Context: an optimization exercise on an open-source flow, tuned for small area and a short achievable clock period. The choices shown serve that exercise and are no tape-out recipe. Only simulation tests tie the RTL to the original design; equivalence was not proved. No activity file was given, so power comes from the tool's default toggle rates.

==> inputs of v18 <==
==> flow/design.v <==
module hold_reg #(parameter W = 8) (
    input clk,
    input wr,
    input keep,
    input [W-1:0] n,
    output reg [W-1:0] q,
    output [W-1:0] d
);
    assign d = ({W{wr}} & n) | ({W{keep}} & q);
    always @(posedge clk) q <= d;
endmodule
module cinema_system(
    input clk,
    input reset,
    input [1:0] theater_id,     
    input [3:0] row,
    input [3:0] col,
    input book_seat,
    input cancel_seat,
    input [1:0] seat_category,  
    input [1:0] time_slot,      
    input [2:0] day_type,       
    output [7:0] seat_status_out,
    output [7:0] total_booked,
    output [7:0] total_available,
    output [15:0] revenue,
    output [15:0] total_revenue
);
    reg        valid;
    reg [1:0]  p_theater;
    reg [6:0]  p_cnt;
    reg [15:0] p_rev;
    reg [9:0]  p_delta;    
    reg        p_add, p_sub;
    reg [15:0] trev;
    reg [7:0]  status_q;
    reg        p_wr;
    reg [4:0]  p_row;
    reg [9:0] price;
    always @(*) begin
        case ({seat_category == 2'd2 ? 2'd2 : seat_category == 2'd1 ? 2'd1 : 2'd0,
               time_slot == 2'd0 ? 2'd0 : time_slot == 2'd2 ? 2'd2 : 2'd1,
               day_type == 3'd1 ? 2'd1 : day_type == 3'd2 ? 2'd2 : 2'd0})
            6'b00_00_00: price = 10'd120;
            6'b00_00_01: price = 10'd144;
            6'b00_00_10: price = 10'd180;
            6'b00_01_00: price = 10'd150;
            6'b00_01_01: price = 10'd180;
            6'b00_01_10: price = 10'd225;
            6'b00_10_00: price = 10'd180;
            6'b00_10_01: price = 10'd216;
            6'b00_10_10: price = 10'd270;
            6'b01_00_00: price = 10'd160;
            6'b01_00_01: price = 10'd192;
            6'b01_00_10: price = 10'd240;
            6'b01_01_00: price = 10'd200;
            6'b01_01_01: price = 10'd240;
            6'b01_01_10: price = 10'd300;
            6'b01_10_00: price = 10'd240;
            6'b01_10_01: price = 10'd288;
            6'b01_10_10: price = 10'd360;
            6'b10_00_00: price = 10'd240;
            6'b10_00_01: price = 10'd288;
            6'b10_00_10: price = 10'd360;
            6'b10_01_00: price = 10'd300;
            6'b10_01_01: price = 10'd360;
            6'b10_01_10: price = 10'd450;
            6'b10_10_00: price = 10'd360;
            6'b10_10_01: price = 10'd432;
            6'b10_10_10: price = 10'd540;
            default:     price = 10'bx;
        endcase
    end
    wire        row_ok = ~row[3];
    wire        col_ok = ~col[3];
    wire [4:0]  row_idx = {theater_id, row[2:0]};
    wire [31:0] row_wr = {31'd0, p_wr} << p_row;
    wire [31:0] row_keep = ~row_wr & {32{valid}};
    wire [255:0] seat_q;
    genvar g;
    generate for (g = 0; g < 32; g = g + 1) begin : seat_rows
        wire [7:0] unused_d;
        hold_reg #(8) u (.clk(clk), .wr(row_wr[g]), .keep(row_keep[g]), .n(status_q),
                         .q(seat_q[g*8 +: 8]), .d(unused_d));
    end endgenerate
    wire       fwd = p_wr & (p_row == row_idx);
    wire [7:0] row_old = fwd ? status_q : seat_q[row_idx*8 +: 8] & {8{valid}};
    wire [7:0] col_sel = (8'd1 << col[2:0]) & {8{row_ok & col_ok}};
    wire       old_bit = |(row_old & col_sel);
    wire       new_bit = ~cancel_seat & (old_bit | book_seat);
    wire [7:0] row_new = (row_old & ~col_sel) | (col_sel & {8{new_bit}});
    wire       op_add = |col_sel & ~old_bit & book_seat & ~cancel_seat;
    wire       op_sub = |col_sel & old_bit & cancel_seat;
    wire [15:0] delta = {{6{p_sub}}, p_delta};
    wire [16:0] rev_sum  = {p_rev, 1'b1} + {delta, p_sub};
    wire [16:0] trev_sum = {trev, 1'b1} + {delta, p_sub};
    wire [15:0] rev_now  = rev_sum[16:1];
    wire [15:0] trev_now = trev_sum[16:1];
    wire [6:0]  cnt_now  = p_cnt + {{6{p_sub}}, p_add | p_sub};
    wire [6:0]  avail_now = ~p_cnt + (p_add ? 7'd64 : p_sub ? 7'd66 : 7'd65);
    assign seat_status_out = status_q;
    assign total_booked    = {1'b0, cnt_now};
    assign total_available = {1'b0, avail_now};
    assign revenue         = rev_now;
    assign total_revenue   = trev_now;
    wire [3:0]  th_wr = 4'd1 << p_theater;
    wire [3:0]  th_keep = ~th_wr & {4{valid}};
    wire [22:0] th_d [0:3];
    generate for (g = 0; g < 4; g = g + 1) begin : theaters
        wire [22:0] q;
        hold_reg #(23) u (.clk(clk), .wr(th_wr[g]), .keep(th_keep[g]), .n({cnt_now, rev_now}),
                          .q(q), .d(th_d[g]));
    end endgenerate
    wire [22:0] th_sel = th_d[theater_id];
    always @(posedge clk) begin
        p_theater <= theater_id;
        p_row <= row_idx;
    end
    always @(posedge clk or posedge reset) begin
        if (reset) begin
            valid <= 1'b0;
            trev <= 16'd0;
            p_cnt <= 7'd0;
            p_rev <= 16'd0;
            p_delta <= 10'd0;
            p_add <= 1'b0;
            p_sub <= 1'b0;
            status_q <= 8'd0;
            p_wr <= 1'b0;
        end else begin
            valid <= 1'b1;
            trev <= trev_now;
            {p_cnt, p_rev} <= th_sel;
            p_delta <= op_sub ? ~price : op_add ? price : 10'd0;
            p_add <= op_add;
            p_sub <= op_sub;
            status_q <= row_ok ? row_new : 8'd0;
            p_wr <= row_ok;
        end
    end
endmodule
==> flow/flow/run.sh <==
#!/bin/bash
# Standard ORFS layout (the standard.sh, standard synthesis) with:
#  - the buffers ABC inserts removed at floorplan (REMOVE_ABC_BUFFERS),
#  - small port buffers,
#  - timing repair asked to reach a setup slack margin, so that the achieved
#    period is pushed down (the SDC and clock period are unchanged).
set -euo pipefail
MARGIN=$(cat flow/margin.txt)
bash standard.sh REMOVE_ABC_BUFFERS=1 SETUP_SLACK_MARGIN=$MARGIN \
  "BUFFER_PORTS_ARGS=-buffer_cell $(cat flow/portbuf.txt)" finish > make_finish.log 2>&1
==> flow/flow/margin.txt <==
25
==> flow/flow/portbuf.txt <==
sky130_fd_sc_hd__buf_2
==> flow/standard.sh <==
#!/bin/bash
# synth_recipe.tcl (not shown) runs the flow's synth.tcl, then flattens the netlist and writes it again
# the make line also repeats each setting of config.mk as NAME=value (left out here)
make -C /OpenROAD-flow-scripts/flow DESIGN_CONFIG=/design/flow/config.mk WORK_HOME=/design/flow/orfs CLKGATE_MAP_FILE= SYNTH_SCRIPT=/design/flow/synth_recipe.tcl "${@:-finish}"
==> flow/config.mk <==
export PLATFORM = sky130hd
export DESIGN_NAME = cinema_system
export DESIGN_NICKNAME = cinema_system
export VERILOG_FILES = /design/flow/design.v
export SDC_FILE = /design/flow/constraint.sdc
export NUM_CORES = 4
export LEC_CHECK = 0
export CAP_MARGIN = 20
export CORE_MARGIN = 2
export CORE_UTILIZATION = 60
export CTS_BUF_LIST = sky130_fd_sc_hd__clkbuf_4 sky130_fd_sc_hd__clkbuf_8
export SLEW_MARGIN = 20
export SYNTH_HIERARCHICAL = 1
==> flow/constraint.sdc <==
create_clock -name core_clock -period 32.0 [get_ports {clk}]
set_input_delay 6.4000 -clock core_clock [delete_from_list [all_inputs] [get_ports {clk}]]
set_output_delay 6.4000 -clock core_clock [all_outputs]
set_load 0.01 [all_outputs]
==> inputs of v10, as changes to v18 <==
==> flow/design.v (replaced) <==
module cinema_system(
    input clk,
    input reset,
    input [1:0] theater_id,     
    input [3:0] row,
    input [3:0] col,
    input book_seat,
    input cancel_seat,
    input [1:0] seat_category,  
    input [1:0] time_slot,      
    input [2:0] day_type,       
    output [7:0] seat_status_out,
    output [7:0] total_booked,
    output [7:0] total_available,
    output [15:0] revenue,
    output [15:0] total_revenue
);
    reg [255:0] seat_status;
    reg [6:0]  cnt0, cnt1, cnt2, cnt3;
    reg [15:0] rev0, rev1, rev2, rev3;
    reg [15:0] trev;
    reg [1:0]  p_theater;
    reg [9:0]  p_price;
    reg        p_add, p_sub;
    reg [7:0]  status_q;
    reg [9:0] price;
    always @(*) begin
        case ({seat_category == 2'd2 ? 2'd2 : seat_category == 2'd1 ? 2'd1 : 2'd0,
               time_slot == 2'd0 ? 2'd0 : time_slot == 2'd2 ? 2'd2 : 2'd1,
               day_type == 3'd1 ? 2'd1 : day_type == 3'd2 ? 2'd2 : 2'd0})
            6'b00_00_00: price = 10'd120;
            6'b00_00_01: price = 10'd144;
            6'b00_00_10: price = 10'd180;
            6'b00_01_00: price = 10'd150;
            6'b00_01_01: price = 10'd180;
            6'b00_01_10: price = 10'd225;
            6'b00_10_00: price = 10'd180;
            6'b00_10_01: price = 10'd216;
            6'b00_10_10: price = 10'd270;
            6'b01_00_00: price = 10'd160;
            6'b01_00_01: price = 10'd192;
            6'b01_00_10: price = 10'd240;
            6'b01_01_00: price = 10'd200;
            6'b01_01_01: price = 10'd240;
            6'b01_01_10: price = 10'd300;
            6'b01_10_00: price = 10'd240;
            6'b01_10_01: price = 10'd288;
            6'b01_10_10: price = 10'd360;
            6'b10_00_00: price = 10'd240;
            6'b10_00_01: price = 10'd288;
            6'b10_00_10: price = 10'd360;
            6'b10_01_00: price = 10'd300;
            6'b10_01_01: price = 10'd360;
            6'b10_01_10: price = 10'd450;
            6'b10_10_00: price = 10'd360;
            6'b10_10_01: price = 10'd432;
            6'b10_10_10: price = 10'd540;
            default:     price = 10'bx;
        endcase
    end
    wire       row_ok = ~row[3];
    wire       col_ok = ~col[3];
    wire [4:0] row_idx = {theater_id, row[2:0]};
    wire [7:0] row_old = seat_status[row_idx*8 +: 8];
    wire [7:0] col_sel = (8'd1 << col[2:0]) & {8{row_ok & col_ok}};
    wire       old_bit = |(row_old & col_sel);
    wire       new_bit = ~cancel_seat & (old_bit | book_seat);
    wire [7:0] row_new = (row_old & ~col_sel) | (col_sel & {8{new_bit}});
    wire       op_add = |col_sel & ~old_bit & book_seat & ~cancel_seat;
    wire       op_sub = |col_sel & old_bit & cancel_seat;
    reg [6:0]  cnt_sel;
    reg [15:0] rev_sel;
    always @(*) begin
        case (p_theater)
            2'd0: begin cnt_sel = cnt0; rev_sel = rev0; end
            2'd1: begin cnt_sel = cnt1; rev_sel = rev1; end
            2'd2: begin cnt_sel = cnt2; rev_sel = rev2; end
            default: begin cnt_sel = cnt3; rev_sel = rev3; end
        endcase
    end
    wire [15:0] delta = p_sub ? ~{6'd0, p_price} : {6'd0, p_price & {10{p_add}}};
    wire [15:0] rev_now  = rev_sel + delta + {15'd0, p_sub};
    wire [15:0] trev_now = trev + delta + {15'd0, p_sub};
    wire [6:0]  cnt_now  = cnt_sel + {{6{p_sub}}, p_add | p_sub};
    assign seat_status_out = status_q;
    assign total_booked    = {1'b0, cnt_now};
    assign total_available = 8'd64 - {1'b0, cnt_now};
    assign revenue         = rev_now;
    assign total_revenue   = trev_now;
    integer i;
    always @(posedge clk or posedge reset) begin
        if (reset) begin
            seat_status <= 256'd0;
            cnt0 <= 7'd0; cnt1 <= 7'd0; cnt2 <= 7'd0; cnt3 <= 7'd0;
            rev0 <= 16'd0; rev1 <= 16'd0; rev2 <= 16'd0; rev3 <= 16'd0;
            trev <= 16'd0;
            p_theater <= 2'd0;
            p_price <= 10'd0;
            p_add <= 1'b0;
            p_sub <= 1'b0;
            status_q <= 8'd0;
        end else begin
            for (i = 0; i < 32; i = i + 1)
                if (row_idx == i) seat_status[i*8 +: 8] <= row_new;
            case (p_theater)
                2'd0: begin cnt0 <= cnt_now; rev0 <= rev_now; end
                2'd1: begin cnt1 <= cnt_now; rev1 <= rev_now; end
                2'd2: begin cnt2 <= cnt_now; rev2 <= rev_now; end
                default: begin cnt3 <= cnt_now; rev3 <= rev_now; end
            endcase
            trev <= trev_now;
            p_theater <= theater_id;
            p_price <= price;
            p_add <= op_add;
            p_sub <= op_sub;
            status_q <= row_ok ? row_new : 8'd0;
        end
    end
endmodule
==> flow/run.sh (new file) <==
#!/bin/bash
# synth_recipe.tcl (not shown) runs the flow's synth.tcl, then flattens the netlist and writes it again
# the make line also repeats each setting of config.mk as NAME=value (left out here)
make -C /OpenROAD-flow-scripts/flow DESIGN_CONFIG=/design/flow/config.mk WORK_HOME=/design/flow/orfs CLKGATE_MAP_FILE= SYNTH_SCRIPT=/design/flow/synth_recipe.tcl finish
- CORE_UTILIZATION: 60 -> 40
- CTS_BUF_LIST: sky130_fd_sc_hd__clkbuf_4 sky130_fd_sc_hd__clkbuf_8 -> not set
- SYNTH_HIERARCHICAL: 1 -> not set
removed: flow/flow/run.sh
removed: flow/flow/margin.txt
removed: flow/flow/portbuf.txt
removed: flow/standard.sh
==> qor summary <==
metric                                                                      v18             v10
Synthesized-area fraction occupied by ao, oa, aoi and oai cells           23.2%           17.5%
Sequential element share of the synthesized area                          46.7%           50.1%
Count of unique library cells instantiated by Yosys                          64              61
Leakage                                                                 9.55 nW         9.61 nW
Fin crit period                                                         9.68 ns        11.83 ns
Cell internal pwr                                                        865 uW         1.11 mW
Placed cells                                                              1,972           2,428
CTS HTree Levels                                                              3               2
Non-clock buffer total of the final layout                                  236              94
Outcome                                                          finished clean  finished clean
Pre-antenna DRT Iters                                                         6               5
Signal inverters                                                             31              45
PD cells                                                           51.7 nW/um^2    74.8 nW/um^2
Synth Flop Type                                                         dfxtp_1         dfrtp_1
Die area                                                            32,100 um^2     49,900 um^2
Detailed Place HPWL                                                     31.3 mm         30.3 mm

[what the ideal ports hide]
How much do the figures lean on ideal ports? The routed layouts below were timed once more, with nothing changed but the port constraints.
Step 1 (the two cells are an assumption about what drives the block):
set clk [get_ports {clk}]
set_driving_cell -lib_cell sky130_fd_sc_hd__clkbuf_16 $clk
set_driving_cell -lib_cell sky130_fd_sc_hd__buf_2 [delete_from_list [all_inputs] $clk]
Step 2, shift: input delay + t, output delay - t, t = (earliest + latest rising clock arrival at the registers) / 2. This alone moves slack from input paths to output paths.
a / b / c = ideal / step 1 / step 2; a / b = the first two.
| run | t (ns) | setup WS [ns] | worst setup path after step 2 | worst slew at a driven data input, ns | cell pins on the clock port's net |
|---|---|---|---|---|---|
| v18 | 0.631 | 22.324 / 22.274 / 22.887 | input to register | 0.19 | 1 |
| v10 | 0.607 | 20.174 / 20.124 / 20.341 | input to register | 0.07 | 1 |
After both steps setup and hold are still met in every run listed.
